This is an optimization exercise on Yosys and OpenROAD, whose aim is small area, a short achievable clock period and few clock cycles per item, not a production implementation.
In this exercise RTL edits were held to simulation tests only and were not proved equivalent to the original.
Power figures rest on the tool's default switching activity, not on a simulated workload.

Design pow_5_seq, start of the top module:
module pow_5_seq
(
    input         clock,
    input         reset_n,
    input         run,
    input  [17:0] n,
    output        ready,
    output [17:0] n_pow_5
);
Size in the first run: ~480 cells after synthesis, about 42 flip-flops, about 40 I/O pins.
clock: 5.8 ns
lec_check: 0
cap_margin: 20
core_margin: 2
core_utilization: 40
setup_slack_margin: 1.7
slew_margin: 20
standard.sh (not shown) runs the stock make flow with config.mk's settings and CLKGATE_MAP_FILE= SYNTH_SCRIPT=/design/flow/synth_recipe.tcl, a recipe that flattens the netlist after the stock synthesis.
==> flow/flow/run.sh <==
#!/bin/bash
set -euo pipefail
W=$PWD
PLAT=${FLOW_PLATFORM:-sky130hd}
RES=$W/orfs/results/$PLAT/pow_5_seq/base
REF=$W/ref/results/$PLAT/pow_5_seq/base

# reference: the unchanged standard synthesis, in its own work folder
sed 's#WORK_HOME=\([^ ]*\)/orfs #WORK_HOME=\1/ref #' standard.sh > ref_standard.sh
bash ref_standard.sh "$REF/1_2_yosys.v" > ref_synth.log 2>&1

# our synthesis
bash standard.sh "SYNTH_ARGS=-noabc" "$RES/1_2_yosys.v" > synth_noabc.log 2>&1
if ! python3 flow/match_regs.py "$REF/1_2_yosys.v" "$RES/1_2_yosys.v" > match_regs.log 2>&1; then
  echo "flip-flops do not pair; using the standard synthesis netlist" >> match_regs.log
  cp "$REF/1_2_yosys.v" "$RES/1_2_yosys.v"
  cp "$REF/1_2_yosys.sdc" "$RES/1_2_yosys.sdc"
fi

bash standard.sh "SYNTH_ARGS=-noabc" "BUFFER_PORTS_ARGS=-buffer_cell sky130_fd_sc_hd__buf_1" \
  "CTS_ARGS=-sink_clustering_enable -repair_clock_nets -dont_use_dummy_load -root_buf sky130_fd_sc_hd__clkbuf_4 -buf_list sky130_fd_sc_hd__clkbuf_4" \
  finish > standard_flow.log 2>&1
Other scripts of this flow, unchanged in this note and not shown: flow/flow/match_regs.py
Testbench counts at the start, summed over its fixed seeds: cycles 24,000, items 24,000.
Then changed:
--- a/flow/flow/run.sh
+++ b/flow/flow/run.sh
@@ -20,3 +20,3 @@
 bash standard.sh "SYNTH_ARGS=-noabc" "BUFFER_PORTS_ARGS=-buffer_cell sky130_fd_sc_hd__buf_1" \
-  "CTS_ARGS=-sink_clustering_enable -repair_clock_nets -dont_use_dummy_load -root_buf sky130_fd_sc_hd__clkbuf_4 -buf_list sky130_fd_sc_hd__clkbuf_4" \
+  "CTS_ARGS=-sink_clustering_enable -repair_clock_nets -dont_use_dummy_load -root_buf sky130_fd_sc_hd__clkbuf_8 -buf_list sky130_fd_sc_hd__clkbuf_8" \
   finish > standard_flow.log 2>&1
--- a/flow/config.mk
+++ b/flow/config.mk
@@ -7,2 +7,3 @@
 export LEC_CHECK = 0
+export ABC_AREA = 1
 export CAP_MARGIN = 20
Result:
- critical path depth stays the same
- cell area climbs by 2.1%
- sequential power is about the same
- via count goes up by 15%
- hold slack gets better by 0.060 ns
- total power went up by 5.3%
- die area barely changes
- clock power came out higher by 36%
Then changed:
--- a/flow/config.mk
+++ b/flow/config.mk
@@ -7,6 +7,5 @@
 export LEC_CHECK = 0
-export ABC_AREA = 1
 export CAP_MARGIN = 20
 export CORE_MARGIN = 2
-export CORE_UTILIZATION = 40
+export CORE_UTILIZATION = 60
 export SETUP_SLACK_MARGIN = 1.7
The new run produced a clean layout.
Die area fell by 32%.
Via count goes down by 14%.
Non-clock buffer count goes up by 4.
Clock-buffer cell count is unchanged.
Area after synthesis is about the same.


== JK ==
pow_5_seq again, from the RTL that the note above started with.
Settings: LEC_CHECK=0, CAP_MARGIN=20, CORE_MARGIN=2, CORE_UTILIZATION=40, SETUP_SLACK_MARGIN=1.7, SLEW_MARGIN=20; clock period 5.8 ns.
run.sh (not shown) runs the stock make flow with config.mk's settings and CLKGATE_MAP_FILE= SYNTH_SCRIPT=/design/flow/synth_recipe.tcl, a recipe that flattens the netlist after the stock synthesis.
Stock flow here: none of the scripts above is used.
JK ended with every stage complete and zero timing, DRC or antenna violations.
Testbench counts of JK, summed over its fixed seeds: cycles 24,000, items 24,000.
diff inputs: JK => MS
# JK
export LEC_CHECK = 0
export CAP_MARGIN = 20
export CORE_MARGIN = 2
export CORE_UTILIZATION = 40
export SETUP_SLACK_MARGIN = 1.7
export SLEW_MARGIN = 20
create_clock -name core_clock -period 5.8 [get_ports {clock}]
# MS
export LEC_CHECK = 0
export ABC_AREA = 1
export CAP_MARGIN = 20
export CORE_MARGIN = 2
export CORE_UTILIZATION = 40
export SETUP_SLACK_MARGIN = 1.0
export SLEW_MARGIN = 20
create_clock -name core_clock -period 5.8 [get_ports {clock}]
Results
- Taking JK as the reference, in MS number of placement rows increased about 2.6%; number of instances in the synthesized netlist increased 22%; placed instance count increased 133.
- Going from JK to MS, relative slew slack grows by 21 points.
- MS vs JK on slack of the critical path: MS is the lower one.
- Against JK, routed length per instance in MS rose by a little under 10%.
- Status | MS and JK | clean
- Clock transition at the register clock pins on the worst setup and hold paths after CTS: MS and JK compared, lower one is MS
- In the metrics for MS and JK, the one carrying the higher critical path depth is MS.
- Number of setup buffers added after CTS: MS vs JK down 1
- The mean number of vias per cell of MS falls short of that of JK by 3.0%.
- Design area was lower in the run labelled JK.

[re-timing with driven ports]
The results above use ideal ports. As a check the final layouts listed here were re-extracted and re-timed, cells and wires unchanged.
Step 1 (the two cells are an assumption about what drives the block):
set clk [get_ports {clock}]
set_driving_cell -lib_cell sky130_fd_sc_hd__clkbuf_16 $clk
set_driving_cell -lib_cell sky130_fd_sc_hd__buf_2 [delete_from_list [all_inputs] $clk]
Step 2 also shifts input and output timing later by t, the mid clock arrival at the registers, as if the neighbouring blocks saw the same clock.
a / b / c = ideal / step 1 / step 2; a / b = the first two.
| run | t, ns | setup slack, ns | worst setup path at the end | worst register clock-pin slew, ns |
|---|---|---|---|---|
| the first run of note 1 | 0.388 | 1.640 / 1.608 / 1.545 | input to register | 0.12 / 0.12 |
| the second run of note 1 | 0.329 | 1.747 / 1.717 / 1.558 | input to register | 0.08 / 0.08 |
| the third run of note 1 | 0.316 | 1.692 / 1.664 / 1.590 | input to register | 0.08 / 0.08 |
| JK | 0.343 | 1.660 / 1.626 / 1.544 | input to register | 0.10 / 0.10 |
| MS | 0.326 | 1.176 / 1.194 / 0.868 | input to register | 0.07 / 0.07 |
After both steps every run listed still meets setup and hold. The setup slack of MS, which loses most, moves by +0.018 ns with the drivers and by -0.308 ns with both steps.
